Background: an optimization exercise with open tools, aiming at small area and a short achievable clock period. Do not read the settings as production practice. RTL that was checked went through simulation tests only; none was proved equivalent to the original. For run 1, only the layout was checked, not whether the RTL still works. Power and IR drop assume default switching activity.

==> flow/design.v (outline; a module is shown in full before it is edited, if it fits) <==
// module abs_difference: 8 lines
// module SAD_4x8: 1406 lines
// module control: 28 lines
// module top_level: 161 lines
module top_level
#(parameter WIDTH = 8)
(
	input clk, rst, init, finish, ack,
	input [WIDTH-1:0]
		ori_0,
		ori_1,
		ori_2,
		ori_3,
		ori_4,
		ori_5,
		ori_6,
		ori_7,
		ori_8,
		ori_9,
		ori_10,
		ori_11,
		ori_12,
		ori_13,
		ori_14,
		ori_15,
		ori_16,
		ori_17,
		ori_18,
		ori_19,
		ori_20,
		ori_21,
		ori_22,
		ori_23,
		ori_24,
		ori_25,
		ori_26,
		ori_27,
		ori_28,
		ori_29,
		ori_30,
		ori_31,
		can_0,
		can_1,
		can_2,
		can_3,
		can_4,
		can_5,
		can_6,
		can_7,
		can_8,
		can_9,
		can_10,
		can_11,
		can_12,
		can_13,
		can_14,
		can_15,
		can_16,
		can_17,
		can_18,
		can_19,
		can_20,
		can_21,
		can_22,
		can_23,
		can_24,
		can_25,
		can_26,
		can_27,
		can_28,
		can_29,
		can_30,
		can_31,
	output done,
	output [WIDTH+4:0] out_sad
	);
  // ...
==> flow/flow/run.sh <==
#!/bin/bash
# The standard layout, except that the port buffers are buf_1 cells
# (buffer_ports otherwise picks the slow, large clkdlybuf4s50_1). repair_design
# and repair_timing still resize them as they do any buffer.
set -euo pipefail
export BUFFER_PORTS_ARGS="-buffer_cell sky130_fd_sc_hd__buf_1"
bash standard.sh finish > standard.log 2>&1
==> flow/standard.sh <==
#!/bin/bash
# synth_recipe.tcl (not shown) runs the flow's synth.tcl, then flattens the netlist and writes it again
# the make line also repeats each setting of config.mk as NAME=value (left out here)
make -C /OpenROAD-flow-scripts/flow DESIGN_CONFIG=/design/flow/config.mk WORK_HOME=/design/flow/orfs CLKGATE_MAP_FILE= SYNTH_SCRIPT=/design/flow/synth_recipe.tcl "${@:-finish}"
==> flow/config.mk <==
export PLATFORM = sky130hd
export DESIGN_NAME = top_level
export DESIGN_NICKNAME = top_level
export VERILOG_FILES = /design/flow/design.v
export SDC_FILE = /design/flow/constraint.sdc
export NUM_CORES = 4
export LEC_CHECK = 0
export ABC_AREA = 1
export CAP_MARGIN = 20
export CORE_MARGIN = 2
export CORE_UTILIZATION = 40
export SLEW_MARGIN = 20
==> flow/constraint.sdc <==
create_clock -name core_clock -period 5.8 [get_ports {clk}]
set_input_delay 1.1600 -clock core_clock [delete_from_list [all_inputs] [get_ports {clk}]]
set_output_delay 1.1600 -clock core_clock [all_outputs]
set_load 0.01 [all_outputs]
==> out/metrics.csv, run 1 <==
metric,value,unit
status,no timing/DRC/antenna violations,
synthesized net count,5011,
total setup buffers inserted after CTS,0,
met2 wire len,38700,µm
Placed Instances,5393,
Nets,5567,
"Core Util, Final",0.462,
ys async rst share,0.0106,
Vias,24200,
multi-input gate count,2559,
Root Buffer,clkbuf_16,
row count,98,
Non-Filler Instances,5445,
hold slack,332,ps
Post-Synth Adder-Cell Area,0.323,
worst reg2reg startpoint,b_SAD_4x8.rb[0]$_DFF_P_,
initial antenna violation count,0,
register area,5700,µm²
Tmin final,3460,ps
Worst path slowest cell,fa_1,
largest family of logic cells by synthesized area,adder cells,
pin count of the biggest net entering global routing,27,
non-clock buffer count,530,
critical path data required time,4640,ps
Worst-Skew Late Latency,570,ps
register bit total from synthesis,284,
Max stage delay on crit path,400,ps
compound-cell area share of the yosys netlist,0.0401,
Clock buf/inv share,0.0294,
Die X,273,µm
Crit path max-delay family,adder cells,
initial core utilization,0.405,
area of the core,71700,µm²
Post-synth EDFFs,0,
multi-input logic area,19300,µm²
==> run 2: changes to the inputs <==
==> flow/design.v (replaced) <==
module abs_difference
#(parameter WIDTH = 8)
(ori, can, abs);
	input  [WIDTH-1:0] ori, can;
	output [WIDTH-1:0] abs;
	wire [WIDTH:0] t = {1'b0, ori} + {1'b0, ~can};
	assign abs = t[WIDTH] ? t[WIDTH-1:0] + 1'b1 : ~t[WIDTH-1:0];
endmodule
module SAD_4x8
(
	input clk,
	input [7:0]
		ori_0,
		ori_1,
		ori_2,
		ori_3,
		ori_4,
		ori_5,
		ori_6,
		ori_7,
		ori_8,
		ori_9,
		ori_10,
		ori_11,
		ori_12,
		ori_13,
		ori_14,
		ori_15,
		ori_16,
		ori_17,
		ori_18,
		ori_19,
		ori_20,
		ori_21,
		ori_22,
		ori_23,
		ori_24,
		ori_25,
		ori_26,
		ori_27,
		ori_28,
		ori_29,
		ori_30,
		ori_31,
		can_0,
		can_1,
		can_2,
		can_3,
		can_4,
		can_5,
		can_6,
		can_7,
		can_8,
		can_9,
		can_10,
		can_11,
		can_12,
		can_13,
		can_14,
		can_15,
		can_16,
		can_17,
		can_18,
		can_19,
		can_20,
		can_21,
		can_22,
		can_23,
		can_24,
		can_25,
		can_26,
		can_27,
		can_28,
		can_29,
		can_30,
		can_31,
	output [12:0] sum_out
);
	wire [8:0] t_0 = {1'b0, ori_0} + {1'b0, ~can_0};
	wire c_0 = t_0[8];
	wire [7:0] y_0 = t_0[7:0] ^ {8{~c_0}};
	wire [8:0] t_1 = {1'b0, ori_1} + {1'b0, ~can_1};
	wire c_1 = t_1[8];
	wire [7:0] y_1 = t_1[7:0] ^ {8{~c_1}};
	wire [8:0] t_2 = {1'b0, ori_2} + {1'b0, ~can_2};
	wire c_2 = t_2[8];
	wire [7:0] y_2 = t_2[7:0] ^ {8{~c_2}};
	wire [8:0] t_3 = {1'b0, ori_3} + {1'b0, ~can_3};
	wire c_3 = t_3[8];
	wire [7:0] y_3 = t_3[7:0] ^ {8{~c_3}};
	wire [8:0] t_4 = {1'b0, ori_4} + {1'b0, ~can_4};
	wire c_4 = t_4[8];
	wire [7:0] y_4 = t_4[7:0] ^ {8{~c_4}};
	wire [8:0] t_5 = {1'b0, ori_5} + {1'b0, ~can_5};
	wire c_5 = t_5[8];
	wire [7:0] y_5 = t_5[7:0] ^ {8{~c_5}};
	wire [8:0] t_6 = {1'b0, ori_6} + {1'b0, ~can_6};
	wire c_6 = t_6[8];
	wire [7:0] y_6 = t_6[7:0] ^ {8{~c_6}};
	wire [8:0] t_7 = {1'b0, ori_7} + {1'b0, ~can_7};
	wire c_7 = t_7[8];
	wire [7:0] y_7 = t_7[7:0] ^ {8{~c_7}};
	wire [8:0] t_8 = {1'b0, ori_8} + {1'b0, ~can_8};
	wire c_8 = t_8[8];
	wire [7:0] y_8 = t_8[7:0] ^ {8{~c_8}};
	wire d0_8 = ori_8[0] ^ can_8[0];
	wire p1_8 = c_8 & t_8[0];
	wire [8:0] t_9 = {1'b0, ori_9} + {1'b0, ~can_9};
	wire c_9 = t_9[8];
	wire [7:0] y_9 = t_9[7:0] ^ {8{~c_9}};
	wire d0_9 = ori_9[0] ^ can_9[0];
	wire p1_9 = c_9 & t_9[0];
	wire [8:0] t_10 = {1'b0, ori_10} + {1'b0, ~can_10};
	wire c_10 = t_10[8];
	wire [7:0] y_10 = t_10[7:0] ^ {8{~c_10}};
	wire d0_10 = ori_10[0] ^ can_10[0];
	wire p1_10 = c_10 & t_10[0];
	wire [8:0] t_11 = {1'b0, ori_11} + {1'b0, ~can_11};
	wire c_11 = t_11[8];
	wire [7:0] y_11 = t_11[7:0] ^ {8{~c_11}};
	wire d0_11 = ori_11[0] ^ can_11[0];
	wire p1_11 = c_11 & t_11[0];
	wire [8:0] t_12 = {1'b0, ori_12} + {1'b0, ~can_12};
	wire c_12 = t_12[8];
	wire [7:0] y_12 = t_12[7:0] ^ {8{~c_12}};
	wire d0_12 = ori_12[0] ^ can_12[0];
	wire p1_12 = c_12 & t_12[0];
	wire [8:0] t_13 = {1'b0, ori_13} + {1'b0, ~can_13};
	wire c_13 = t_13[8];
	wire [7:0] y_13 = t_13[7:0] ^ {8{~c_13}};
	wire d0_13 = ori_13[0] ^ can_13[0];
	wire p1_13 = c_13 & t_13[0];
	wire [8:0] t_14 = {1'b0, ori_14} + {1'b0, ~can_14};
	wire c_14 = t_14[8];
	wire [7:0] y_14 = t_14[7:0] ^ {8{~c_14}};
	wire d0_14 = ori_14[0] ^ can_14[0];
	wire p1_14 = c_14 & t_14[0];
	wire [8:0] t_15 = {1'b0, ori_15} + {1'b0, ~can_15};
	wire c_15 = t_15[8];
	wire [7:0] y_15 = t_15[7:0] ^ {8{~c_15}};
	wire d0_15 = ori_15[0] ^ can_15[0];
	wire p1_15 = c_15 & t_15[0];
	wire [8:0] t_16 = {1'b0, ori_16} + {1'b0, ~can_16};
	wire c_16 = t_16[8];
	wire [7:0] y_16 = t_16[7:0] ^ {8{~c_16}};
	wire d0_16 = ori_16[0] ^ can_16[0];
	wire p1_16 = c_16 & t_16[0];
	wire d1_16 = y_16[1] ^ p1_16;
	wire p2_16 = p1_16 & t_16[1];
	wire [8:0] t_17 = {1'b0, ori_17} + {1'b0, ~can_17};
	wire c_17 = t_17[8];
	wire [7:0] y_17 = t_17[7:0] ^ {8{~c_17}};
	wire d0_17 = ori_17[0] ^ can_17[0];
	wire p1_17 = c_17 & t_17[0];
	wire d1_17 = y_17[1] ^ p1_17;
	wire p2_17 = p1_17 & t_17[1];
	wire [8:0] t_18 = {1'b0, ori_18} + {1'b0, ~can_18};
	wire c_18 = t_18[8];
	wire [7:0] y_18 = t_18[7:0] ^ {8{~c_18}};
	wire d0_18 = ori_18[0] ^ can_18[0];
	wire p1_18 = c_18 & t_18[0];
	wire d1_18 = y_18[1] ^ p1_18;
	wire p2_18 = p1_18 & t_18[1];
	wire [8:0] t_19 = {1'b0, ori_19} + {1'b0, ~can_19};
	wire c_19 = t_19[8];
	wire [7:0] y_19 = t_19[7:0] ^ {8{~c_19}};
	wire d0_19 = ori_19[0] ^ can_19[0];
	wire p1_19 = c_19 & t_19[0];
	wire d1_19 = y_19[1] ^ p1_19;
	wire p2_19 = p1_19 & t_19[1];
	wire [8:0] t_20 = {1'b0, ori_20} + {1'b0, ~can_20};
	wire c_20 = t_20[8];
	wire [7:0] y_20 = t_20[7:0] ^ {8{~c_20}};
	wire d0_20 = ori_20[0] ^ can_20[0];
	wire p1_20 = c_20 & t_20[0];
	wire d1_20 = y_20[1] ^ p1_20;
	wire p2_20 = p1_20 & t_20[1];
	wire [8:0] t_21 = {1'b0, ori_21} + {1'b0, ~can_21};
	wire c_21 = t_21[8];
	wire [7:0] y_21 = t_21[7:0] ^ {8{~c_21}};
	wire d0_21 = ori_21[0] ^ can_21[0];
	wire p1_21 = c_21 & t_21[0];
	wire d1_21 = y_21[1] ^ p1_21;
	wire p2_21 = p1_21 & t_21[1];
	wire [8:0] t_22 = {1'b0, ori_22} + {1'b0, ~can_22};
	wire c_22 = t_22[8];
	wire [7:0] y_22 = t_22[7:0] ^ {8{~c_22}};
	wire d0_22 = ori_22[0] ^ can_22[0];
	wire p1_22 = c_22 & t_22[0];
	wire d1_22 = y_22[1] ^ p1_22;
	wire p2_22 = p1_22 & t_22[1];
	wire [8:0] t_23 = {1'b0, ori_23} + {1'b0, ~can_23};
	wire c_23 = t_23[8];
	wire [7:0] y_23 = t_23[7:0] ^ {8{~c_23}};
	wire d0_23 = ori_23[0] ^ can_23[0];
	wire p1_23 = c_23 & t_23[0];
	wire d1_23 = y_23[1] ^ p1_23;
	wire p2_23 = p1_23 & t_23[1];
	wire [8:0] t_24 = {1'b0, ori_24} + {1'b0, ~can_24};
	wire c_24 = t_24[8];
	wire [7:0] y_24 = t_24[7:0] ^ {8{~c_24}};
	wire d0_24 = ori_24[0] ^ can_24[0];
	wire p1_24 = c_24 & t_24[0];
	wire d1_24 = y_24[1] ^ p1_24;
	wire p2_24 = p1_24 & t_24[1];
	wire d2_24 = y_24[2] ^ p2_24;
	wire p3_24 = p2_24 & t_24[2];
	wire [8:0] t_25 = {1'b0, ori_25} + {1'b0, ~can_25};
	wire c_25 = t_25[8];
	wire [7:0] y_25 = t_25[7:0] ^ {8{~c_25}};
	wire d0_25 = ori_25[0] ^ can_25[0];
	wire p1_25 = c_25 & t_25[0];
	wire d1_25 = y_25[1] ^ p1_25;
	wire p2_25 = p1_25 & t_25[1];
	wire d2_25 = y_25[2] ^ p2_25;
	wire p3_25 = p2_25 & t_25[2];
	wire [8:0] t_26 = {1'b0, ori_26} + {1'b0, ~can_26};
	wire c_26 = t_26[8];
	wire [7:0] y_26 = t_26[7:0] ^ {8{~c_26}};
	wire d0_26 = ori_26[0] ^ can_26[0];
	wire p1_26 = c_26 & t_26[0];
	wire d1_26 = y_26[1] ^ p1_26;
	wire p2_26 = p1_26 & t_26[1];
	wire d2_26 = y_26[2] ^ p2_26;
	wire p3_26 = p2_26 & t_26[2];
	wire [8:0] t_27 = {1'b0, ori_27} + {1'b0, ~can_27};
	wire c_27 = t_27[8];
	wire [7:0] y_27 = t_27[7:0] ^ {8{~c_27}};
	wire d0_27 = ori_27[0] ^ can_27[0];
	wire p1_27 = c_27 & t_27[0];
	wire d1_27 = y_27[1] ^ p1_27;
	wire p2_27 = p1_27 & t_27[1];
	wire d2_27 = y_27[2] ^ p2_27;
	wire p3_27 = p2_27 & t_27[2];
	wire [8:0] t_28 = {1'b0, ori_28} + {1'b0, ~can_28};
	wire c_28 = t_28[8];
	wire [7:0] y_28 = t_28[7:0] ^ {8{~c_28}};
	wire d0_28 = ori_28[0] ^ can_28[0];
	wire p1_28 = c_28 & t_28[0];
	wire d1_28 = y_28[1] ^ p1_28;
	wire p2_28 = p1_28 & t_28[1];
	wire d2_28 = y_28[2] ^ p2_28;
	wire p3_28 = p2_28 & t_28[2];
	wire [8:0] t_29 = {1'b0, ori_29} + {1'b0, ~can_29};
	wire c_29 = t_29[8];
	wire [7:0] y_29 = t_29[7:0] ^ {8{~c_29}};
	wire d0_29 = ori_29[0] ^ can_29[0];
	wire p1_29 = c_29 & t_29[0];
	wire d1_29 = y_29[1] ^ p1_29;
	wire p2_29 = p1_29 & t_29[1];
	wire d2_29 = y_29[2] ^ p2_29;
	wire p3_29 = p2_29 & t_29[2];
	wire [8:0] t_30 = {1'b0, ori_30} + {1'b0, ~can_30};
	wire c_30 = t_30[8];
	wire [7:0] y_30 = t_30[7:0] ^ {8{~c_30}};
	wire d0_30 = ori_30[0] ^ can_30[0];
	wire p1_30 = c_30 & t_30[0];
	wire d1_30 = y_30[1] ^ p1_30;
	wire p2_30 = p1_30 & t_30[1];
	wire d2_30 = y_30[2] ^ p2_30;
	wire p3_30 = p2_30 & t_30[2];
	wire [8:0] t_31 = {1'b0, ori_31} + {1'b0, ~can_31};
	wire c_31 = t_31[8];
	wire [7:0] y_31 = t_31[7:0] ^ {8{~c_31}};
	wire d0_31 = ori_31[0] ^ can_31[0];
	wire p1_31 = c_31 & t_31[0];
	wire d1_31 = y_31[1] ^ p1_31;
	wire p2_31 = p1_31 & t_31[1];
	wire d2_31 = y_31[2] ^ p2_31;
	wire p3_31 = p2_31 & t_31[2];
	reg [195:0] ra;
	reg [44:0] rb;
	wire s1;
	wire c2;
	wire s3;
	wire c4;
	wire s5;
	wire c6;
	wire s7;
	wire c8;
	wire s9;
	wire c10;
	wire s11;
	wire c12;
	wire s13;
	wire c14;
	wire s15;
	wire c16;
	wire s17;
	wire c18;
	wire s19;
	wire c20;
	wire s21;
	wire c22;
	wire s23;
	wire c24;
	wire s25;
	wire c26;
	wire s27;
	wire c28;
	wire s29;
	wire c30;
	wire s31;
	wire c32;
	wire s33;
	wire c34;
	wire s35;
	wire c36;
	wire s37;
	wire c38;
	wire s39;
	wire c40;
	wire s41;
	wire c42;
	wire s43;
	wire c44;
	wire s45;
	wire c46;
	wire s47;
	wire c48;
	wire s49;
	wire c50;
	wire s51;
	wire c52;
	wire s53;
	wire c54;
	wire s55;
	wire c56;
	wire s57;
	wire c58;
	wire s59;
	wire c60;
	wire s61;
	wire c62;
	wire s63;
	wire c64;
	wire s65;
	wire c66;
	wire s67;
	wire c68;
	wire s69;
	wire c70;
	wire s71;
	wire c72;
	wire s73;
	wire c74;
	wire s75;
	wire c76;
	wire s77;
	wire c78;
	wire s79;
	wire c80;
	wire s81;
	wire c82;
	wire s83;
	wire c84;
	wire s85;
	wire c86;
	wire s87;
	wire c88;
	wire s89;
	wire c90;
	wire s91;
	wire c92;
	wire s93;
	wire c94;
	wire s95;
	wire c96;
	wire s97;
	wire c98;
	wire s99;
	wire c100;
	wire s101;
	wire c102;
	wire s103;
	wire c104;
	wire s105;
	wire c106;
	wire s107;
	wire c108;
	wire s109;
	wire c110;
	wire s111;
	wire c112;
	wire s113;
	wire c114;
	wire s115;
	wire c116;
	wire s117;
	wire c118;
	wire s119;
	wire c120;
	wire s121;
	wire c122;
	wire s123;
	wire c124;
	wire s125;
	wire c126;
	wire s127;
	wire c128;
	wire s129;
	wire c130;
	wire s131;
	wire c132;
	wire s133;
	wire c134;
	wire s135;
	wire c136;
	wire s137;
	wire c138;
	wire s139;
	wire c140;
	wire s141;
	wire c142;
	wire s143;
	wire c144;
	wire s145;
	wire c146;
	wire s147;
	wire c148;
	wire s149;
	wire c150;
	wire s151;
	wire c152;
	wire s153;
	wire c154;
	wire s155;
	wire c156;
	wire s157;
	wire c158;
	wire s159;
	wire c160;
	wire s161;
	wire c162;
	wire s163;
	wire c164;
	wire s165;
	wire c166;
	wire s167;
	wire c168;
	wire s169;
	wire c170;
	wire s171;
	wire c172;
	wire s173;
	wire c174;
	wire s175;
	wire c176;
	wire s177;
	wire c178;
	wire s179;
	wire c180;
	wire s181;
	wire c182;
	wire s183;
	wire c184;
	wire s185;
	wire c186;
	wire s187;
	wire c188;
	wire s189;
	wire c190;
	wire s191;
	wire c192;
	wire s193;
	wire c194;
	wire s195;
	wire c196;
	wire s197;
	wire c198;
	wire s199;
	wire c200;
	wire s201;
	wire c202;
	wire s203;
	wire c204;
	wire s205;
	wire c206;
	wire s207;
	wire c208;
	wire s209;
	wire c210;
	wire s211;
	wire c212;
	wire s213;
	wire c214;
	wire s215;
	wire c216;
	wire s217;
	wire c218;
	wire s219;
	wire c220;
	wire s221;
	wire c222;
	wire s223;
	wire c224;
	wire s225;
	wire c226;
	wire s227;
	wire c228;
	wire s229;
	wire c230;
	wire s231;
	wire c232;
	wire s233;
	wire c234;
	wire s235;
	wire c236;
	wire s237;
	wire c238;
	wire s239;
	wire c240;
	wire s241;
	wire c242;
	wire s243;
	wire c244;
	wire s245;
	wire c246;
	wire s247;
	wire c248;
	wire s249;
	wire c250;
	wire s251;
	wire c252;
	wire s253;
	wire c254;
	wire s255;
	wire c256;
	wire s257;
	wire c258;
	wire s259;
	wire c260;
	wire s261;
	wire c262;
	wire s263;
	wire c264;
	wire s265;
	wire c266;
	wire s267;
	wire c268;
	wire s269;
	wire c270;
	wire s271;
	wire c272;
	wire s273;
	wire c274;
	wire s275;
	wire c276;
	wire s277;
	wire c278;
	wire s279;
	wire c280;
	wire s281;
	wire c282;
	wire s283;
	wire c284;
	wire s285;
	wire c286;
	wire s287;
	wire c288;
	wire s289;
	wire c290;
	wire s291;
	wire c292;
	wire s293;
	wire c294;
	wire s295;
	wire c296;
	wire s297;
	wire c298;
	wire s299;
	wire c300;
	wire s301;
	wire c302;
	wire s303;
	wire c304;
	wire s305;
	wire c306;
	wire s307;
	wire c308;
	wire s309;
	wire c310;
	wire s311;
	wire c312;
	wire s313;
	wire c314;
	wire s315;
	wire c316;
	wire s317;
	wire c318;
	wire s319;
	wire c320;
	wire s321;
	wire c322;
	wire s323;
	wire c324;
	wire s325;
	wire c326;
	wire s327;
	wire c328;
	wire s329;
	wire c330;
	wire s331;
	wire c332;
	wire s333;
	wire c334;
	wire s335;
	wire c336;
	wire s337;
	wire c338;
	wire s339;
	wire c340;
	wire s341;
	wire c342;
	wire s343;
	wire c344;
	wire s345;
	wire c346;
	wire s347;
	wire c348;
	wire s349;
	wire c350;
	wire s351;
	wire c352;
	wire s353;
	wire c354;
	wire s355;
	wire c356;
	wire s357;
	wire c358;
	wire s359;
	wire c360;
	wire s361;
	wire c362;
	wire s363;
	wire c364;
	wire s365;
	wire c366;
	wire s367;
	wire c368;
	wire s369;
	wire c370;
	wire s371;
	wire c372;
	wire s373;
	wire c374;
	wire s375;
	wire c376;
	wire s377;
	wire c378;
	wire s379;
	wire c380;
	wire s381;
	wire c382;
	wire s383;
	wire c384;
	wire s385;
	wire c386;
	wire s387;
	wire c388;
	wire s389;
	wire c390;
	wire s391;
	wire c392;
	wire s393;
	wire c394;
	wire s395;
	wire c396;
	wire s397;
	wire c398;
	wire s399;
	wire c400;
	wire s401;
	wire c402;
	wire s403;
	wire c404;
	wire s405;
	wire c406;
	wire s407;
	wire c408;
	wire s409;
	wire c410;
	wire s411;
	wire c412;
	wire s413;
	wire c414;
	wire s415;
	wire c416;
	wire s417;
	wire c418;
	wire s419;
	wire c420;
	wire s421;
	wire c422;
	wire s423;
	wire c424;
	wire s425;
	wire c426;
	wire s427;
	wire c428;
	wire s429;
	wire c430;
	wire s431;
	wire c432;
	wire s433;
	wire c434;
	wire s435;
	wire c436;
	wire s437;
	wire c438;
	wire s439;
	wire c440;
	wire s441;
	wire c442;
	wire s443;
	wire c444;
	wire s445;
	wire c446;
	wire s447;
	wire c448;
	wire s449;
	wire c450;
	wire s451;
	wire c452;
	wire s453;
	wire c454;
	wire s455;
	wire c456;
	wire s457;
	wire c458;
	wire s459;
	wire c460;
	wire s461;
	wire c462;
	wire s463;
	wire c464;
	wire s465;
	wire c466;
	wire s467;
	wire c468;
	wire s469;
	wire c470;
	wire s471;
	wire c472;
	wire s473;
	wire c474;
	wire s475;
	wire c476;
	wire s477;
	wire c478;
	wire s479;
	wire c480;
	wire s481;
	wire c482;
	wire s483;
	wire c484;
	wire s485;
	wire c486;
	wire s487;
	wire c488;
	wire s489;
	wire c490;
	wire s491;
	wire c492;
	wire s493;
	wire c494;
	wire s495;
	wire c496;
	wire s497;
	wire c498;
	wire s499;
	wire c500;
	wire s501;
	wire c502;
	wire s503;
	wire c504;
	wire s505;
	wire c506;
	wire s507;
	wire c508;
	wire s509;
	wire c510;
	wire s511;
	wire c512;
	wire s513;
	wire c514;
	wire s515;
	wire c516;
	wire s517;
	wire c518;
	wire s519;
	wire c520;
	wire s521;
	wire c522;
	wire s523;
	wire c524;
	wire s525;
	wire c526;
	wire s527;
	wire c528;
	wire s529;
	wire c530;
	wire s531;
	wire c532;
	wire s533;
	wire c534;
	wire s535;
	wire c536;
	wire s537;
	wire c538;
	wire s539;
	wire c540;
	wire s541;
	wire c542;
	wire s543;
	wire c544;
	wire s545;
	wire c546;
	wire s547;
	wire c548;
	wire s549;
	wire c550;
	wire s551;
	wire c552;
	wire s553;
	wire c554;
	wire s555;
	wire c556;
	always @(posedge clk)
		ra <= {c184, c182, c180, c178, c176, c174, c172, c170, c168, c166, s183, s181, s179, s177, s175, s173, s171, s169, s167, s165, c164, c162, c160, c158, c156, c154, c152, c150, c148, c146, y_31[7], y_30[7], s163, s161, s159, s157, s155, s153, s151, s149, s147, s145, c144, c142, c140, c138, c136, c134, c132, c130, c128, c126, y_31[6], y_30[6], s143, s141, s139, s137, s135, s133, s131, s129, s127, s125, c124, c122, c120, c118, c116, c114, c112, c110, c108, c106, y_31[5], y_30[5], s123, s121, s119, s117, s115, s113, s111, s109, s107, s105, c104, c102, c100, c98, c96, c94, c92, c90, c88, c86, c84, c82, c80, y_31[4], y_30[4], s103, s101, s99, s97, s95, s93, s91, s89, s87, s85, s83, s81, s79, c78, c76, c74, c72, c70, c68, c66, c64, c62, c60, c58, c56, c54, p3_31, s77, s75, s73, s71, s69, s67, s65, s63, s61, s59, s57, s55, s53, c52, c50, c48, c46, c44, c42, c40, c38, c36, c34, c32, c30, c28, d2_31, s51, s49, s47, s45, s43, s41, s39, s37, s35, s33, s31, s29, s27, c26, c24, c22, c20, c18, c16, c14, c12, c10, c8, c6, c4, c2, d1_31, s25, s23, s21, s19, s17, s15, s13, s11, s9, s7, s5, s3, s1, d0_31};
	always @(posedge clk)
		rb <= {c510, s509, c508, c506, c470, s507, s505, c504, c502, s503, s501, c500, c498, s499, s497, c496, c494, s495, s493, c492, c490, s491, s489, c488, c486, s487, s485, c484, c482, s483, s481, c480, c478, s479, s477, c476, c474, s475, s473, c472, s421, s471, s415, s413, s349};
	sad_fa u_s1 (.a(y_0[0]), .b(c_0), .c(y_1[0]), .s(s1), .co(c2));
	sad_fa u_s3 (.a(c_1), .b(y_2[0]), .c(c_2), .s(s3), .co(c4));
	sad_fa u_s5 (.a(y_3[0]), .b(c_3), .c(y_4[0]), .s(s5), .co(c6));
	sad_fa u_s7 (.a(c_4), .b(y_5[0]), .c(c_5), .s(s7), .co(c8));
	sad_fa u_s9 (.a(y_6[0]), .b(c_6), .c(y_7[0]), .s(s9), .co(c10));
	sad_fa u_s11 (.a(c_7), .b(d0_8), .c(d0_9), .s(s11), .co(c12));
	sad_fa u_s13 (.a(d0_10), .b(d0_11), .c(d0_12), .s(s13), .co(c14));
	sad_fa u_s15 (.a(d0_13), .b(d0_14), .c(d0_15), .s(s15), .co(c16));
	sad_fa u_s17 (.a(d0_16), .b(d0_17), .c(d0_18), .s(s17), .co(c18));
	sad_fa u_s19 (.a(d0_19), .b(d0_20), .c(d0_21), .s(s19), .co(c20));
	sad_fa u_s21 (.a(d0_22), .b(d0_23), .c(d0_24), .s(s21), .co(c22));
	sad_fa u_s23 (.a(d0_25), .b(d0_26), .c(d0_27), .s(s23), .co(c24));
	sad_fa u_s25 (.a(d0_28), .b(d0_29), .c(d0_30), .s(s25), .co(c26));
	sad_fa u_s27 (.a(y_0[1]), .b(y_1[1]), .c(y_2[1]), .s(s27), .co(c28));
	sad_fa u_s29 (.a(y_3[1]), .b(y_4[1]), .c(y_5[1]), .s(s29), .co(c30));
	sad_fa u_s31 (.a(y_6[1]), .b(y_7[1]), .c(y_8[1]), .s(s31), .co(c32));
	sad_fa u_s33 (.a(p1_8), .b(y_9[1]), .c(p1_9), .s(s33), .co(c34));
	sad_fa u_s35 (.a(y_10[1]), .b(p1_10), .c(y_11[1]), .s(s35), .co(c36));
	sad_fa u_s37 (.a(p1_11), .b(y_12[1]), .c(p1_12), .s(s37), .co(c38));
	sad_fa u_s39 (.a(y_13[1]), .b(p1_13), .c(y_14[1]), .s(s39), .co(c40));
	sad_fa u_s41 (.a(p1_14), .b(y_15[1]), .c(p1_15), .s(s41), .co(c42));
	sad_fa u_s43 (.a(d1_16), .b(d1_17), .c(d1_18), .s(s43), .co(c44));
	sad_fa u_s45 (.a(d1_19), .b(d1_20), .c(d1_21), .s(s45), .co(c46));
	sad_fa u_s47 (.a(d1_22), .b(d1_23), .c(d1_24), .s(s47), .co(c48));
	sad_fa u_s49 (.a(d1_25), .b(d1_26), .c(d1_27), .s(s49), .co(c50));
	sad_fa u_s51 (.a(d1_28), .b(d1_29), .c(d1_30), .s(s51), .co(c52));
	sad_fa u_s53 (.a(y_0[2]), .b(y_1[2]), .c(y_2[2]), .s(s53), .co(c54));
	sad_fa u_s55 (.a(y_3[2]), .b(y_4[2]), .c(y_5[2]), .s(s55), .co(c56));
	sad_fa u_s57 (.a(y_6[2]), .b(y_7[2]), .c(y_8[2]), .s(s57), .co(c58));
	sad_fa u_s59 (.a(y_9[2]), .b(y_10[2]), .c(y_11[2]), .s(s59), .co(c60));
	sad_fa u_s61 (.a(y_12[2]), .b(y_13[2]), .c(y_14[2]), .s(s61), .co(c62));
	sad_fa u_s63 (.a(y_15[2]), .b(y_16[2]), .c(p2_16), .s(s63), .co(c64));
	sad_fa u_s65 (.a(y_17[2]), .b(p2_17), .c(y_18[2]), .s(s65), .co(c66));
	sad_fa u_s67 (.a(p2_18), .b(y_19[2]), .c(p2_19), .s(s67), .co(c68));
	sad_fa u_s69 (.a(y_20[2]), .b(p2_20), .c(y_21[2]), .s(s69), .co(c70));
	sad_fa u_s71 (.a(p2_21), .b(y_22[2]), .c(p2_22), .s(s71), .co(c72));
	sad_fa u_s73 (.a(y_23[2]), .b(p2_23), .c(d2_24), .s(s73), .co(c74));
	sad_fa u_s75 (.a(d2_25), .b(d2_26), .c(d2_27), .s(s75), .co(c76));
	sad_fa u_s77 (.a(d2_28), .b(d2_29), .c(d2_30), .s(s77), .co(c78));
	sad_fa u_s79 (.a(y_0[3]), .b(y_1[3]), .c(y_2[3]), .s(s79), .co(c80));
	sad_fa u_s81 (.a(y_3[3]), .b(y_4[3]), .c(y_5[3]), .s(s81), .co(c82));
	sad_fa u_s83 (.a(y_6[3]), .b(y_7[3]), .c(y_8[3]), .s(s83), .co(c84));
	sad_fa u_s85 (.a(y_9[3]), .b(y_10[3]), .c(y_11[3]), .s(s85), .co(c86));
	sad_fa u_s87 (.a(y_12[3]), .b(y_13[3]), .c(y_14[3]), .s(s87), .co(c88));
	sad_fa u_s89 (.a(y_15[3]), .b(y_16[3]), .c(y_17[3]), .s(s89), .co(c90));
	sad_fa u_s91 (.a(y_18[3]), .b(y_19[3]), .c(y_20[3]), .s(s91), .co(c92));
	sad_fa u_s93 (.a(y_21[3]), .b(y_22[3]), .c(y_23[3]), .s(s93), .co(c94));
	sad_fa u_s95 (.a(y_24[3]), .b(p3_24), .c(y_25[3]), .s(s95), .co(c96));
	sad_fa u_s97 (.a(p3_25), .b(y_26[3]), .c(p3_26), .s(s97), .co(c98));
	sad_fa u_s99 (.a(y_27[3]), .b(p3_27), .c(y_28[3]), .s(s99), .co(c100));
	sad_fa u_s101 (.a(p3_28), .b(y_29[3]), .c(p3_29), .s(s101), .co(c102));
	sad_fa u_s103 (.a(y_30[3]), .b(p3_30), .c(y_31[3]), .s(s103), .co(c104));
	sad_fa u_s105 (.a(y_0[4]), .b(y_1[4]), .c(y_2[4]), .s(s105), .co(c106));
	sad_fa u_s107 (.a(y_3[4]), .b(y_4[4]), .c(y_5[4]), .s(s107), .co(c108));
	sad_fa u_s109 (.a(y_6[4]), .b(y_7[4]), .c(y_8[4]), .s(s109), .co(c110));
	sad_fa u_s111 (.a(y_9[4]), .b(y_10[4]), .c(y_11[4]), .s(s111), .co(c112));
	sad_fa u_s113 (.a(y_12[4]), .b(y_13[4]), .c(y_14[4]), .s(s113), .co(c114));
	sad_fa u_s115 (.a(y_15[4]), .b(y_16[4]), .c(y_17[4]), .s(s115), .co(c116));
	sad_fa u_s117 (.a(y_18[4]), .b(y_19[4]), .c(y_20[4]), .s(s117), .co(c118));
	sad_fa u_s119 (.a(y_21[4]), .b(y_22[4]), .c(y_23[4]), .s(s119), .co(c120));
	sad_fa u_s121 (.a(y_24[4]), .b(y_25[4]), .c(y_26[4]), .s(s121), .co(c122));
	sad_fa u_s123 (.a(y_27[4]), .b(y_28[4]), .c(y_29[4]), .s(s123), .co(c124));
	sad_fa u_s125 (.a(y_0[5]), .b(y_1[5]), .c(y_2[5]), .s(s125), .co(c126));
	sad_fa u_s127 (.a(y_3[5]), .b(y_4[5]), .c(y_5[5]), .s(s127), .co(c128));
	sad_fa u_s129 (.a(y_6[5]), .b(y_7[5]), .c(y_8[5]), .s(s129), .co(c130));
	sad_fa u_s131 (.a(y_9[5]), .b(y_10[5]), .c(y_11[5]), .s(s131), .co(c132));
	sad_fa u_s133 (.a(y_12[5]), .b(y_13[5]), .c(y_14[5]), .s(s133), .co(c134));
	sad_fa u_s135 (.a(y_15[5]), .b(y_16[5]), .c(y_17[5]), .s(s135), .co(c136));
	sad_fa u_s137 (.a(y_18[5]), .b(y_19[5]), .c(y_20[5]), .s(s137), .co(c138));
	sad_fa u_s139 (.a(y_21[5]), .b(y_22[5]), .c(y_23[5]), .s(s139), .co(c140));
	sad_fa u_s141 (.a(y_24[5]), .b(y_25[5]), .c(y_26[5]), .s(s141), .co(c142));
	sad_fa u_s143 (.a(y_27[5]), .b(y_28[5]), .c(y_29[5]), .s(s143), .co(c144));
	sad_fa u_s145 (.a(y_0[6]), .b(y_1[6]), .c(y_2[6]), .s(s145), .co(c146));
	sad_fa u_s147 (.a(y_3[6]), .b(y_4[6]), .c(y_5[6]), .s(s147), .co(c148));
	sad_fa u_s149 (.a(y_6[6]), .b(y_7[6]), .c(y_8[6]), .s(s149), .co(c150));
	sad_fa u_s151 (.a(y_9[6]), .b(y_10[6]), .c(y_11[6]), .s(s151), .co(c152));
	sad_fa u_s153 (.a(y_12[6]), .b(y_13[6]), .c(y_14[6]), .s(s153), .co(c154));
	sad_fa u_s155 (.a(y_15[6]), .b(y_16[6]), .c(y_17[6]), .s(s155), .co(c156));
	sad_fa u_s157 (.a(y_18[6]), .b(y_19[6]), .c(y_20[6]), .s(s157), .co(c158));
	sad_fa u_s159 (.a(y_21[6]), .b(y_22[6]), .c(y_23[6]), .s(s159), .co(c160));
	sad_fa u_s161 (.a(y_24[6]), .b(y_25[6]), .c(y_26[6]), .s(s161), .co(c162));
	sad_fa u_s163 (.a(y_27[6]), .b(y_28[6]), .c(y_29[6]), .s(s163), .co(c164));
	sad_fa u_s165 (.a(y_0[7]), .b(y_1[7]), .c(y_2[7]), .s(s165), .co(c166));
	sad_fa u_s167 (.a(y_3[7]), .b(y_4[7]), .c(y_5[7]), .s(s167), .co(c168));
	sad_fa u_s169 (.a(y_6[7]), .b(y_7[7]), .c(y_8[7]), .s(s169), .co(c170));
	sad_fa u_s171 (.a(y_9[7]), .b(y_10[7]), .c(y_11[7]), .s(s171), .co(c172));
	sad_fa u_s173 (.a(y_12[7]), .b(y_13[7]), .c(y_14[7]), .s(s173), .co(c174));
	sad_fa u_s175 (.a(y_15[7]), .b(y_16[7]), .c(y_17[7]), .s(s175), .co(c176));
	sad_fa u_s177 (.a(y_18[7]), .b(y_19[7]), .c(y_20[7]), .s(s177), .co(c178));
	sad_fa u_s179 (.a(y_21[7]), .b(y_22[7]), .c(y_23[7]), .s(s179), .co(c180));
	sad_fa u_s181 (.a(y_24[7]), .b(y_25[7]), .c(y_26[7]), .s(s181), .co(c182));
	sad_fa u_s183 (.a(y_27[7]), .b(y_28[7]), .c(y_29[7]), .s(s183), .co(c184));
	sad_fa u_s185 (.a(ra[14]), .b(ra[15]), .c(ra[16]), .s(s185), .co(c186));
	sad_fa u_s187 (.a(ra[17]), .b(ra[18]), .c(ra[19]), .s(s187), .co(c188));
	sad_fa u_s189 (.a(ra[20]), .b(ra[21]), .c(ra[22]), .s(s189), .co(c190));
	sad_fa u_s191 (.a(ra[23]), .b(ra[24]), .c(ra[25]), .s(s191), .co(c192));
	sad_fa u_s193 (.a(ra[41]), .b(ra[42]), .c(ra[43]), .s(s193), .co(c194));
	sad_fa u_s195 (.a(ra[44]), .b(ra[45]), .c(ra[46]), .s(s195), .co(c196));
	sad_fa u_s197 (.a(ra[47]), .b(ra[48]), .c(ra[49]), .s(s197), .co(c198));
	sad_fa u_s199 (.a(ra[50]), .b(ra[51]), .c(ra[52]), .s(s199), .co(c200));
	sad_fa u_s201 (.a(ra[53]), .b(ra[54]), .c(ra[55]), .s(s201), .co(c202));
	sad_fa u_s203 (.a(ra[56]), .b(ra[57]), .c(ra[58]), .s(s203), .co(c204));
	sad_fa u_s205 (.a(ra[68]), .b(ra[69]), .c(ra[70]), .s(s205), .co(c206));
	sad_fa u_s207 (.a(ra[71]), .b(ra[72]), .c(ra[73]), .s(s207), .co(c208));
	sad_fa u_s209 (.a(ra[74]), .b(ra[75]), .c(ra[76]), .s(s209), .co(c210));
	sad_fa u_s211 (.a(ra[77]), .b(ra[78]), .c(ra[79]), .s(s211), .co(c212));
	sad_fa u_s213 (.a(ra[80]), .b(ra[81]), .c(ra[82]), .s(s213), .co(c214));
	sad_fa u_s215 (.a(ra[83]), .b(ra[84]), .c(ra[85]), .s(s215), .co(c216));
	sad_fa u_s217 (.a(ra[86]), .b(ra[87]), .c(ra[88]), .s(s217), .co(c218));
	sad_fa u_s219 (.a(ra[95]), .b(ra[96]), .c(ra[97]), .s(s219), .co(c220));
	sad_fa u_s221 (.a(ra[98]), .b(ra[99]), .c(ra[100]), .s(s221), .co(c222));
	sad_fa u_s223 (.a(ra[101]), .b(ra[102]), .c(ra[103]), .s(s223), .co(c224));
	sad_fa u_s225 (.a(ra[104]), .b(ra[105]), .c(ra[106]), .s(s225), .co(c226));
	sad_fa u_s227 (.a(ra[107]), .b(ra[108]), .c(ra[109]), .s(s227), .co(c228));
	sad_fa u_s229 (.a(ra[110]), .b(ra[111]), .c(ra[112]), .s(s229), .co(c230));
	sad_ha u_s231 (.a(ra[113]), .b(ra[114]), .s(s231), .co(c232));
	sad_fa u_s233 (.a(ra[120]), .b(ra[121]), .c(ra[122]), .s(s233), .co(c234));
	sad_fa u_s235 (.a(ra[123]), .b(ra[124]), .c(ra[125]), .s(s235), .co(c236));
	sad_fa u_s237 (.a(ra[126]), .b(ra[127]), .c(ra[128]), .s(s237), .co(c238));
	sad_fa u_s239 (.a(ra[129]), .b(ra[130]), .c(ra[131]), .s(s239), .co(c240));
	sad_fa u_s241 (.a(ra[132]), .b(ra[133]), .c(ra[134]), .s(s241), .co(c242));
	sad_fa u_s243 (.a(ra[142]), .b(ra[143]), .c(ra[144]), .s(s243), .co(c244));
	sad_fa u_s245 (.a(ra[145]), .b(ra[146]), .c(ra[147]), .s(s245), .co(c246));
	sad_fa u_s247 (.a(ra[148]), .b(ra[149]), .c(ra[150]), .s(s247), .co(c248));
	sad_fa u_s249 (.a(ra[151]), .b(ra[152]), .c(ra[153]), .s(s249), .co(c250));
	sad_fa u_s251 (.a(ra[164]), .b(ra[165]), .c(ra[166]), .s(s251), .co(c252));
	sad_fa u_s253 (.a(ra[167]), .b(ra[168]), .c(ra[169]), .s(s253), .co(c254));
	sad_fa u_s255 (.a(ra[170]), .b(ra[171]), .c(ra[172]), .s(s255), .co(c256));
	sad_ha u_s257 (.a(ra[173]), .b(ra[174]), .s(s257), .co(c258));
	sad_ha u_s259 (.a(ra[0]), .b(ra[1]), .s(s259), .co(c260));
	sad_fa u_s261 (.a(ra[26]), .b(ra[27]), .c(ra[28]), .s(s261), .co(c262));
	sad_fa u_s263 (.a(ra[29]), .b(ra[30]), .c(ra[31]), .s(s263), .co(c264));
	sad_fa u_s265 (.a(ra[32]), .b(ra[33]), .c(ra[34]), .s(s265), .co(c266));
	sad_ha u_s267 (.a(ra[35]), .b(ra[36]), .s(s267), .co(c268));
	sad_fa u_s269 (.a(ra[59]), .b(ra[60]), .c(ra[61]), .s(s269), .co(c270));
	sad_fa u_s271 (.a(ra[62]), .b(ra[63]), .c(ra[64]), .s(s271), .co(c272));
	sad_fa u_s273 (.a(ra[65]), .b(ra[66]), .c(ra[67]), .s(s273), .co(c274));
	sad_fa u_s275 (.a(c186), .b(c188), .c(c190), .s(s275), .co(c276));
	sad_fa u_s277 (.a(c192), .b(s193), .c(s195), .s(s277), .co(c278));
	sad_fa u_s279 (.a(ra[89]), .b(ra[90]), .c(ra[91]), .s(s279), .co(c280));
	sad_fa u_s281 (.a(ra[92]), .b(ra[93]), .c(ra[94]), .s(s281), .co(c282));
	sad_fa u_s283 (.a(c194), .b(c196), .c(c198), .s(s283), .co(c284));
	sad_fa u_s285 (.a(c200), .b(c202), .c(c204), .s(s285), .co(c286));
	sad_fa u_s287 (.a(s205), .b(s207), .c(s209), .s(s287), .co(c288));
	sad_ha u_s289 (.a(s211), .b(s213), .s(s289), .co(c290));
	sad_fa u_s291 (.a(ra[115]), .b(ra[116]), .c(ra[117]), .s(s291), .co(c292));
	sad_fa u_s293 (.a(ra[118]), .b(ra[119]), .c(c206), .s(s293), .co(c294));
	sad_fa u_s295 (.a(c208), .b(c210), .c(c212), .s(s295), .co(c296));
	sad_fa u_s297 (.a(c214), .b(c216), .c(c218), .s(s297), .co(c298));
	sad_fa u_s299 (.a(s219), .b(s221), .c(s223), .s(s299), .co(c300));
	sad_fa u_s301 (.a(s225), .b(s227), .c(s229), .s(s301), .co(c302));
	sad_fa u_s303 (.a(ra[135]), .b(ra[136]), .c(ra[137]), .s(s303), .co(c304));
	sad_fa u_s305 (.a(ra[138]), .b(ra[139]), .c(ra[140]), .s(s305), .co(c306));
	sad_fa u_s307 (.a(ra[141]), .b(c220), .c(c222), .s(s307), .co(c308));
	sad_fa u_s309 (.a(c224), .b(c226), .c(c228), .s(s309), .co(c310));
	sad_fa u_s311 (.a(c230), .b(c232), .c(s233), .s(s311), .co(c312));
	sad_fa u_s313 (.a(s235), .b(s237), .c(s239), .s(s313), .co(c314));
	sad_fa u_s315 (.a(ra[154]), .b(ra[155]), .c(ra[156]), .s(s315), .co(c316));
	sad_fa u_s317 (.a(ra[157]), .b(ra[158]), .c(ra[159]), .s(s317), .co(c318));
	sad_fa u_s319 (.a(ra[160]), .b(ra[161]), .c(ra[162]), .s(s319), .co(c320));
	sad_fa u_s321 (.a(ra[163]), .b(c234), .c(c236), .s(s321), .co(c322));
	sad_fa u_s323 (.a(c238), .b(c240), .c(c242), .s(s323), .co(c324));
	sad_fa u_s325 (.a(s243), .b(s245), .c(s247), .s(s325), .co(c326));
	sad_fa u_s327 (.a(ra[175]), .b(ra[176]), .c(ra[177]), .s(s327), .co(c328));
	sad_fa u_s329 (.a(ra[178]), .b(ra[179]), .c(ra[180]), .s(s329), .co(c330));
	sad_fa u_s331 (.a(ra[181]), .b(ra[182]), .c(ra[183]), .s(s331), .co(c332));
	sad_fa u_s333 (.a(ra[184]), .b(ra[185]), .c(c244), .s(s333), .co(c334));
	sad_fa u_s335 (.a(c246), .b(c248), .c(c250), .s(s335), .co(c336));
	sad_fa u_s337 (.a(s251), .b(s253), .c(s255), .s(s337), .co(c338));
	sad_fa u_s339 (.a(ra[186]), .b(ra[187]), .c(ra[188]), .s(s339), .co(c340));
	sad_fa u_s341 (.a(ra[189]), .b(ra[190]), .c(ra[191]), .s(s341), .co(c342));
	sad_fa u_s343 (.a(ra[192]), .b(ra[193]), .c(ra[194]), .s(s343), .co(c344));
	sad_ha u_s345 (.a(ra[195]), .b(c252), .s(s345), .co(c346));
	sad_fa u_s347 (.a(ra[2]), .b(ra[3]), .c(ra[4]), .s(s347), .co(c348));
	sad_fa u_s349 (.a(ra[5]), .b(ra[6]), .c(ra[7]), .s(s349), .co(c350));
	sad_fa u_s351 (.a(ra[37]), .b(ra[38]), .c(ra[39]), .s(s351), .co(c352));
	sad_fa u_s353 (.a(ra[40]), .b(s185), .c(s187), .s(s353), .co(c354));
	sad_fa u_s355 (.a(s189), .b(s191), .c(c260), .s(s355), .co(c356));
	sad_fa u_s357 (.a(s197), .b(s199), .c(s201), .s(s357), .co(c358));
	sad_fa u_s359 (.a(s203), .b(c262), .c(c264), .s(s359), .co(c360));
	sad_fa u_s361 (.a(c266), .b(c268), .c(s269), .s(s361), .co(c362));
	sad_ha u_s363 (.a(s271), .b(s273), .s(s363), .co(c364));
	sad_fa u_s365 (.a(s215), .b(s217), .c(c270), .s(s365), .co(c366));
	sad_fa u_s367 (.a(c272), .b(c274), .c(c276), .s(s367), .co(c368));
	sad_fa u_s369 (.a(c278), .b(s279), .c(s281), .s(s369), .co(c370));
	sad_fa u_s371 (.a(s283), .b(s285), .c(s287), .s(s371), .co(c372));
	sad_fa u_s373 (.a(s231), .b(c280), .c(c282), .s(s373), .co(c374));
	sad_fa u_s375 (.a(c284), .b(c286), .c(c288), .s(s375), .co(c376));
	sad_fa u_s377 (.a(c290), .b(s291), .c(s293), .s(s377), .co(c378));
	sad_fa u_s379 (.a(s295), .b(s297), .c(s299), .s(s379), .co(c380));
	sad_fa u_s381 (.a(s241), .b(c292), .c(c294), .s(s381), .co(c382));
	sad_fa u_s383 (.a(c296), .b(c298), .c(c300), .s(s383), .co(c384));
	sad_fa u_s385 (.a(c302), .b(s303), .c(s305), .s(s385), .co(c386));
	sad_fa u_s387 (.a(s307), .b(s309), .c(s311), .s(s387), .co(c388));
	sad_fa u_s389 (.a(s249), .b(c304), .c(c306), .s(s389), .co(c390));
	sad_fa u_s391 (.a(c308), .b(c310), .c(c312), .s(s391), .co(c392));
	sad_fa u_s393 (.a(c314), .b(s315), .c(s317), .s(s393), .co(c394));
	sad_fa u_s395 (.a(s319), .b(s321), .c(s323), .s(s395), .co(c396));
	sad_fa u_s397 (.a(s257), .b(c316), .c(c318), .s(s397), .co(c398));
	sad_fa u_s399 (.a(c320), .b(c322), .c(c324), .s(s399), .co(c400));
	sad_fa u_s401 (.a(c326), .b(s327), .c(s329), .s(s401), .co(c402));
	sad_fa u_s403 (.a(s331), .b(s333), .c(s335), .s(s403), .co(c404));
	sad_fa u_s405 (.a(c254), .b(c256), .c(c258), .s(s405), .co(c406));
	sad_fa u_s407 (.a(c328), .b(c330), .c(c332), .s(s407), .co(c408));
	sad_fa u_s409 (.a(c334), .b(c336), .c(c338), .s(s409), .co(c410));
	sad_fa u_s411 (.a(s339), .b(s341), .c(s343), .s(s411), .co(c412));
	sad_fa u_s413 (.a(ra[8]), .b(ra[9]), .c(ra[10]), .s(s413), .co(c414));
	sad_ha u_s415 (.a(ra[11]), .b(ra[12]), .s(s415), .co(c416));
	sad_fa u_s417 (.a(s261), .b(s263), .c(s265), .s(s417), .co(c418));
	sad_fa u_s419 (.a(s267), .b(c348), .c(c350), .s(s419), .co(c420));
	sad_ha u_s421 (.a(s351), .b(s353), .s(s421), .co(c422));
	sad_fa u_s423 (.a(s275), .b(s277), .c(c352), .s(s423), .co(c424));
	sad_fa u_s425 (.a(c354), .b(c356), .c(s357), .s(s425), .co(c426));
	sad_fa u_s427 (.a(s359), .b(s361), .c(s363), .s(s427), .co(c428));
	sad_fa u_s429 (.a(s289), .b(c358), .c(c360), .s(s429), .co(c430));
	sad_fa u_s431 (.a(c362), .b(c364), .c(s365), .s(s431), .co(c432));
	sad_fa u_s433 (.a(s367), .b(s369), .c(s371), .s(s433), .co(c434));
	sad_fa u_s435 (.a(s301), .b(c366), .c(c368), .s(s435), .co(c436));
	sad_fa u_s437 (.a(c370), .b(c372), .c(s373), .s(s437), .co(c438));
	sad_fa u_s439 (.a(s375), .b(s377), .c(s379), .s(s439), .co(c440));
	sad_fa u_s441 (.a(s313), .b(c374), .c(c376), .s(s441), .co(c442));
	sad_fa u_s443 (.a(c378), .b(c380), .c(s381), .s(s443), .co(c444));
	sad_fa u_s445 (.a(s383), .b(s385), .c(s387), .s(s445), .co(c446));
	sad_fa u_s447 (.a(s325), .b(c382), .c(c384), .s(s447), .co(c448));
	sad_fa u_s449 (.a(c386), .b(c388), .c(s389), .s(s449), .co(c450));
	sad_fa u_s451 (.a(s391), .b(s393), .c(s395), .s(s451), .co(c452));
	sad_fa u_s453 (.a(s337), .b(c390), .c(c392), .s(s453), .co(c454));
	sad_fa u_s455 (.a(c394), .b(c396), .c(s397), .s(s455), .co(c456));
	sad_fa u_s457 (.a(s399), .b(s401), .c(s403), .s(s457), .co(c458));
	sad_fa u_s459 (.a(s345), .b(c398), .c(c400), .s(s459), .co(c460));
	sad_fa u_s461 (.a(c402), .b(c404), .c(s405), .s(s461), .co(c462));
	sad_fa u_s463 (.a(s407), .b(s409), .c(s411), .s(s463), .co(c464));
	sad_fa u_s465 (.a(c340), .b(c342), .c(c344), .s(s465), .co(c466));
	sad_fa u_s467 (.a(c346), .b(c406), .c(c408), .s(s467), .co(c468));
	sad_ha u_s469 (.a(c410), .b(c412), .s(s469), .co(c470));
	sad_fa u_s471 (.a(ra[13]), .b(s259), .c(s347), .s(s471), .co(c472));
	sad_fa u_s473 (.a(s355), .b(c414), .c(c416), .s(s473), .co(c474));
	sad_ha u_s475 (.a(s417), .b(s419), .s(s475), .co(c476));
	sad_fa u_s477 (.a(c418), .b(c420), .c(c422), .s(s477), .co(c478));
	sad_fa u_s479 (.a(s423), .b(s425), .c(s427), .s(s479), .co(c480));
	sad_fa u_s481 (.a(c424), .b(c426), .c(c428), .s(s481), .co(c482));
	sad_fa u_s483 (.a(s429), .b(s431), .c(s433), .s(s483), .co(c484));
	sad_fa u_s485 (.a(c430), .b(c432), .c(c434), .s(s485), .co(c486));
	sad_fa u_s487 (.a(s435), .b(s437), .c(s439), .s(s487), .co(c488));
	sad_fa u_s489 (.a(c436), .b(c438), .c(c440), .s(s489), .co(c490));
	sad_fa u_s491 (.a(s441), .b(s443), .c(s445), .s(s491), .co(c492));
	sad_fa u_s493 (.a(c442), .b(c444), .c(c446), .s(s493), .co(c494));
	sad_fa u_s495 (.a(s447), .b(s449), .c(s451), .s(s495), .co(c496));
	sad_fa u_s497 (.a(c448), .b(c450), .c(c452), .s(s497), .co(c498));
	sad_fa u_s499 (.a(s453), .b(s455), .c(s457), .s(s499), .co(c500));
	sad_fa u_s501 (.a(c454), .b(c456), .c(c458), .s(s501), .co(c502));
	sad_fa u_s503 (.a(s459), .b(s461), .c(s463), .s(s503), .co(c504));
	sad_fa u_s505 (.a(c460), .b(c462), .c(c464), .s(s505), .co(c506));
	sad_fa u_s507 (.a(s465), .b(s467), .c(s469), .s(s507), .co(c508));
	sad_ha u_s509 (.a(c466), .b(c468), .s(s509), .co(c510));
	sad_ha u_s511 (.a(rb[0]), .b(rb[1]), .s(s511), .co(c512));
	sad_fa u_s513 (.a(rb[4]), .b(rb[5]), .c(rb[6]), .s(s513), .co(c514));
	sad_fa u_s515 (.a(rb[8]), .b(rb[9]), .c(rb[10]), .s(s515), .co(c516));
	sad_fa u_s517 (.a(rb[12]), .b(rb[13]), .c(rb[14]), .s(s517), .co(c518));
	sad_fa u_s519 (.a(rb[16]), .b(rb[17]), .c(rb[18]), .s(s519), .co(c520));
	sad_fa u_s521 (.a(rb[20]), .b(rb[21]), .c(rb[22]), .s(s521), .co(c522));
	sad_fa u_s523 (.a(rb[24]), .b(rb[25]), .c(rb[26]), .s(s523), .co(c524));
	sad_fa u_s525 (.a(rb[28]), .b(rb[29]), .c(rb[30]), .s(s525), .co(c526));
	sad_fa u_s527 (.a(rb[32]), .b(rb[33]), .c(rb[34]), .s(s527), .co(c528));
	sad_fa u_s529 (.a(rb[36]), .b(rb[37]), .c(rb[38]), .s(s529), .co(c530));
	sad_fa u_s531 (.a(rb[40]), .b(rb[41]), .c(rb[42]), .s(s531), .co(c532));
	sad_ha u_s533 (.a(rb[2]), .b(rb[3]), .s(s533), .co(c534));
	sad_fa u_s535 (.a(rb[7]), .b(c512), .c(s513), .s(s535), .co(c536));
	sad_fa u_s537 (.a(rb[11]), .b(c514), .c(s515), .s(s537), .co(c538));
	sad_fa u_s539 (.a(rb[15]), .b(c516), .c(s517), .s(s539), .co(c540));
	sad_fa u_s541 (.a(rb[19]), .b(c518), .c(s519), .s(s541), .co(c542));
	sad_fa u_s543 (.a(rb[23]), .b(c520), .c(s521), .s(s543), .co(c544));
	sad_fa u_s545 (.a(rb[27]), .b(c522), .c(s523), .s(s545), .co(c546));
	sad_fa u_s547 (.a(rb[31]), .b(c524), .c(s525), .s(s547), .co(c548));
	sad_fa u_s549 (.a(rb[35]), .b(c526), .c(s527), .s(s549), .co(c550));
	sad_fa u_s551 (.a(rb[39]), .b(c528), .c(s529), .s(s551), .co(c552));
	sad_fa u_s553 (.a(rb[43]), .b(c530), .c(s531), .s(s553), .co(c554));
	sad_ha u_s555 (.a(rb[44]), .b(c532), .s(s555), .co(c556));
	wire [12:0] op_a = {c556, c554, c552, c550, c548, c546, c544, c542, c540, c538, c536, c534, s511};
	wire [12:0] op_b = {1'b0, s555, s553, s551, s549, s547, s545, s543, s541, s539, s537, s535, s533};
	assign sum_out = op_a + op_b;
endmodule
module sad_fa(input a, b, c, output s, co);
	assign s = a ^ b ^ c;
	assign co = (a & b) | (a & c) | (b & c);
endmodule
module sad_ha(input a, b, output s, co);
	assign s = a ^ b;
	assign co = a & b;
endmodule
module control
(
	input  clk, rst, init, finish, ack,
	output done,   
	output idle,   
	output en      
);
	reg busy, wait_st, done_st;
	wire calc = busy & ~wait_st;
	always @(posedge clk or posedge rst)
	begin
		if (rst)
		begin
			busy    <= 1'b0;
			wait_st <= 1'b0;
			done_st <= 1'b0;
		end
		else
		begin
			busy    <= (idle & init) | calc | (wait_st & ~finish);
			wait_st <= (calc & ~init) | (wait_st & ~finish);
			done_st <= (wait_st & finish) | (done_st & ~ack);
		end
	end
	assign done = done_st;
	assign idle = ~busy & ~done_st;
	assign en   = busy;
endmodule
module top_level
#(parameter WIDTH = 8)
(
	input clk, rst, init, finish, ack,
	input [WIDTH-1:0]
		ori_0,
		ori_1,
		ori_2,
		ori_3,
		ori_4,
		ori_5,
		ori_6,
		ori_7,
		ori_8,
		ori_9,
		ori_10,
		ori_11,
		ori_12,
		ori_13,
		ori_14,
		ori_15,
		ori_16,
		ori_17,
		ori_18,
		ori_19,
		ori_20,
		ori_21,
		ori_22,
		ori_23,
		ori_24,
		ori_25,
		ori_26,
		ori_27,
		ori_28,
		ori_29,
		ori_30,
		ori_31,
		can_0,
		can_1,
		can_2,
		can_3,
		can_4,
		can_5,
		can_6,
		can_7,
		can_8,
		can_9,
		can_10,
		can_11,
		can_12,
		can_13,
		can_14,
		can_15,
		can_16,
		can_17,
		can_18,
		can_19,
		can_20,
		can_21,
		can_22,
		can_23,
		can_24,
		can_25,
		can_26,
		can_27,
		can_28,
		can_29,
		can_30,
		can_31,
	output done,
	output [WIDTH+4:0] out_sad
	);
	wire idle, en;
	wire [12:0] sum;
	control b_control(
		.clk(clk),
		.rst(rst),
		.init(init),
		.finish(finish),
		.ack(ack),
		.done(done),
		.idle(idle),
		.en(en)
		);
	SAD_4x8 b_SAD_4x8(
		.clk(clk),
		.ori_0(ori_0),
		.ori_1(ori_1),
		.ori_2(ori_2),
		.ori_3(ori_3),
		.ori_4(ori_4),
		.ori_5(ori_5),
		.ori_6(ori_6),
		.ori_7(ori_7),
		.ori_8(ori_8),
		.ori_9(ori_9),
		.ori_10(ori_10),
		.ori_11(ori_11),
		.ori_12(ori_12),
		.ori_13(ori_13),
		.ori_14(ori_14),
		.ori_15(ori_15),
		.ori_16(ori_16),
		.ori_17(ori_17),
		.ori_18(ori_18),
		.ori_19(ori_19),
		.ori_20(ori_20),
		.ori_21(ori_21),
		.ori_22(ori_22),
		.ori_23(ori_23),
		.ori_24(ori_24),
		.ori_25(ori_25),
		.ori_26(ori_26),
		.ori_27(ori_27),
		.ori_28(ori_28),
		.ori_29(ori_29),
		.ori_30(ori_30),
		.ori_31(ori_31),
		.can_0(can_0),
		.can_1(can_1),
		.can_2(can_2),
		.can_3(can_3),
		.can_4(can_4),
		.can_5(can_5),
		.can_6(can_6),
		.can_7(can_7),
		.can_8(can_8),
		.can_9(can_9),
		.can_10(can_10),
		.can_11(can_11),
		.can_12(can_12),
		.can_13(can_13),
		.can_14(can_14),
		.can_15(can_15),
		.can_16(can_16),
		.can_17(can_17),
		.can_18(can_18),
		.can_19(can_19),
		.can_20(can_20),
		.can_21(can_21),
		.can_22(can_22),
		.can_23(can_23),
		.can_24(can_24),
		.can_25(can_25),
		.can_26(can_26),
		.can_27(can_27),
		.can_28(can_28),
		.can_29(can_29),
		.can_30(can_30),
		.can_31(can_31),
		.sum_out(sum)
		);
	reg en_1, en_2;
	reg [12:0] total;
	always @(posedge clk)
	begin
		en_1 <= en;
		en_2 <= en_1;
		if (idle)
			total <= 0;
		else if (en_1)
			total <= en_2 ? sum : 13'd0;
	end
	assign out_sad = total;
endmodule
==> flow/config.mk (replaced) <==
export PLATFORM = sky130hd
export DESIGN_NAME = top_level
export DESIGN_NICKNAME = top_level
export VERILOG_FILES = /design/flow/design.v
export SDC_FILE = /design/flow/constraint.sdc
export NUM_CORES = 4
export LEC_CHECK = 0
export CAP_MARGIN = 20
export CORE_MARGIN = 2
export CORE_UTILIZATION = 40
export SLEW_MARGIN = 20
export SYNTH_HIERARCHICAL = 1
export SYNTH_MINIMUM_KEEP_SIZE = 0
==> run 2 against run 1 <==
Compared with the run above: count of clock-buffer cells in the layout shrank 1; design area fell by 7.7%; total power grew 15%; critical path depth grew 3; sequential share of layout area fell by 0.21 points; highest routed layer unchanged; fmax rose by 0.85%; still clean; critical path type is now reg -> reg.
==> out/metrics.csv, run 2 <==
metric,value,unit,change
Worst-Skew Late Latency,560,ps,about the same
Max-slew headroom,0.367,,
Root Buffer,clkbuf_16,,
Setup TNS,0,ps,
Die X,262,µm,-4.3%
"CTS clk-pin slew, worst paths",60,ps,
RePlAce Congestion,0.879,,
Reg with most FFs,b_SAD_4x8.ra,,
register bit total from synthesis,259,,-8.8%
Vias,20400,,-16%
Arrival @ worst endpoint,3920,ps,
Placed Instances,4116,,-24%
worst hold path class,in -> async,,
status,no timing/DRC/antenna violations,,
share of the synthesized area in the top cell type,0.223,,
worst-path fanout max,4,,
static leakage power,13.5,nW,
Reg power frac,0.190,,
sw frac,0.456,,
row count,94,,-4.1%
Crit path max-delay family,adder cells,,
initial antenna violation count,0,,unchanged
area of the core,65700,µm²,-8.3%
Post-Synth Adder-Cell Area,0.356,,+0.0329
first-pass GRT wire length,110000,µm,
compound-cell area share of the yosys netlist,0.155,,+0.115
post-synthesis sequential area ratio,0.196,,
die area,68500,µm²,
Synth Flop Type,dfxtp_1,,
"most common cell after layout, fill and taps aside",buf_1,,
final setup vio count,0,,
most common cell in the netlist,inv_1,,
Post-CTS Hold Buffers,0,,
CTS Buf Count,30,,
synthesized area per cell,9.67,µm²,
mapped cell area,26600,µm²,
vias in the first global route,20200,,
final clock skew,12.9,ps,
CP Capture Type,register,,
count of cell types in the netlist,66,,
CP bufs+invs,0,,
most instantiated cells after synthesis,"430 x inv_1, 296 x fa_1, 283 x ha_1",,
RSZ-0062 raised after global routing,false,,
Iter 0 DRT Violations,825,,
largest area contributor in the netlist,fa_1,,
fin crit share,0.592,,
NetSw,0.00856,W,
"Cell Area, Placed",29500,µm²,
PD cells,613,nW/µm²,
H-tree Lvls,1,,
multiplexer share of the synthesized area,0.0107,,
pin count of the biggest net entering global routing,28,,+3.7%
fillers,6356,,
Syn. warnings,9,,
max_cap viols,0,,
Tmin final,3430,ps,-29.2 ps
DPL Wire Length,64800,µm,
Clk pwr share,0.111,,
Internal Pwr Total,0.0102,W,
P&R area growth vs syn,15.2,%,
Post-Synth Simple-Gate Area,0.103,,
WL final,72900,µm,
PostCTS Resize Cnt,0,,
Max clock buf depth,3,,
CP startpoint kind,register,,
Gate Count Post-Synth,2747,,
critical path depth,11,,
Max stage delay on crit path,470,ps,+70 ps
Fin. Hold Viols,0,,
IO Count,531,,
routed vias/inst,4.90,,
drt pass-1 iters,4,,
synthesized net count,3843,,-23%
Synth area leaders,"fa_1 22%, dfxtp_1 19%, ha_1 13%",,
remaining antenna violation count after routing,0,,
max frequency,0.291,GHz,
largest family of logic cells by synthesized area,adder cells,,
ys async rst share,0.0116,,+0.00102
Slew Limit Fails,0,,
Non-Filler Instances,4172,,-23%
combinational share of power,0.699,,
register area,5200,µm²,-8.8%
critical path data required time,6290,ps,+1650 ps
CTS tree,done,,
Slew @ Worst Pin,947,ps,
Nets,4380,,-21%
Worst VDD drop,0.647,mV,
multi-input logic area,19600,µm²,+1.8%
Die Span Y,262,µm,
critical-path cell list,fa_1 -> fa_1 -> ha_1 -> nor2b_1 -> o31a_1 -> o31ai_4 -> a21oi_1 -> or4_1 -> nand4_1 -> nand3_1 -> a21oi_1,,
biggest regs,"b_SAD_4x8.ra (196), b_SAD_4x8.rb (45), total (13)",,
DRC errors left,0,,
post-route cell area,30600,µm²,
Port Buf Inserts,530,,
"commonest non-fill, non-tap cells in the layout","530 x buf_1, 430 x inv_1, 296 x fa_1",,
Clock Sinks,259,,
CP Class,reg -> reg,,
total setup buffers inserted after CTS,0,,unchanged
Routed WL per cell,17.5,µm,
Largest register FFs,196,,
Ant. Diodes,0,,
initial core utilization,0.404,,-0.000808
share of layout cells above drive strength 1,0.0426,,
Worst path slowest cell,fa_1,,
Post-synth EDFFs,0,,unchanged
reg2reg path depth,11,,
global route total overflow,0,,
xor/xnor share of the synthesized area,0.114,,
Total GRT Usage,0.209,,
Power Total,0.0188,W,
run 2: cell count changes after synthesis, sizes merged, moves of 50 or more:
| cell | change |
|---|---|
| a21o | +50 |
| xnor2 | +183 |
| nand2 | -1017 |
| nand2b | +57 |
| inv | -640 |
| xor2 | -67 |
| nand3 | -256 |
run 2: kinds of logic after synthesis:
| group | Yosys count |
|---|---|
| AOI/OAI and AO/OA | 561 |
| xor gates and xnor gates | 344 |
| adders and majority gates | 579 |
| buffers and inverters | 455 |
| DFF | 259 |
| muxes | 27 |
| and+or+nand+nor | 522 |
run 2: Yosys stat by module, one instance, submodules excluded:
module	cell area (µm²)	cells inside
top_level	551	58
sad_fa	20.0	1
control	136	13
SAD_4x8	20400	2398
sad_ha	12.5	1
run 2: per-stage QoR:
step | setup slack, ps | util | hold slack, ps
after global placement | 1960 | 0.449 | 445
after CTS | 2360 | 0.466 | 420
after floorplan | 2230 | - | 407
after global routing | 2200 | 0.466 | 441
after detailed placement | 1910 | 0.449 | 438
final | 2370 | 0.466 | 438
run 2: worst register-to-register path, delay by kind of cell, from the launching register on:
family | cells | cell delay, ps
compound gates | 4 | 880
fa+ha+maj | 3 | 1210
flops | 1 | 430
simple gates | 4 | 840
run 2: final cells by class:
cell class / count / share of cell area
well taps: 864 / 0.0353
flip-flops and latches: 259 / 0.170
clock buffers: 41 / 0.0292
clock inverters: 15 / 0.00695
inverters: 430 / 0.0527
multi-input cells: 2033 / 0.641
repair buffers: 530 / 0.0650
run 2: metal layers:
metal	global-route usage	part of all wire	vias up	wire, µm
li1	-	-	10300	-
met1	0.287	0.47	9675	34100
met2	0.368	0.49	377	35600
met3	0.0191	0.034	42	2500
met4	0.0235	0.0096	0	697
met5	0	0	-	0
run 2: path summary, 6_finish.rpt:
| kind | from | end | slack, ps |
|---|---|---|---|
| min in group core_clock | b_control.busy$_DFF_PP0_ | en_1$_DFF_P_ | 470 |
| max reg2reg | b_SAD_4x8.rb[5]$_DFF_P_ | total[12]$_SDFFE_PP0P_ | 2370 |
| min reg2reg | b_control.busy$_DFF_PP0_ | en_1$_DFF_P_ | 470 |
| min | rst | b_control.busy$_DFF_PP0_ | 440 |
| max | b_SAD_4x8.rb[5]$_DFF_P_ | total[12]$_SDFFE_PP0P_ | 2370 |
| max in group asynchronous | rst | b_control.wait_st$_DFF_PP0_ | 5240 |
run 2: power groups by stage:
stage          combinational (W)  clock (W)  sequential [W]
5_1_grt                   0.0148    0.00220         0.00367
3_5_place_dp              0.0132          0         0.00364
6_report                  0.0131    0.00208         0.00357
3_3_place_gp              0.0129          0         0.00365
2_1_floorplan            0.00902          0         0.00333
4_1_cts                   0.0133    0.00212         0.00361

re-timing with driven ports:
No port has a modelled driver above. Below, the same layouts with a new extraction and two added sets of constraints.
Step 1: set_driving_cell puts a clkbuf_16 on clk and a buf_2 on each other input, an assumption about the parent block.
Step 2 also shifts input and output timing later by t, the mid clock arrival at the registers, as if the neighbouring blocks saw the same clock.
a / b / c = ideal ports / drivers / drivers and shift; a / b = the first two.
| run | shift t [ns] | setup WS [ns] |
|---|---|---|
| run 1 | 0.624 | 2.339 / 2.277 / 2.379 |
| run 2 | 0.620 | 2.368 / 2.368 / 1.889 |
After both steps setup and hold are still met in every run listed.
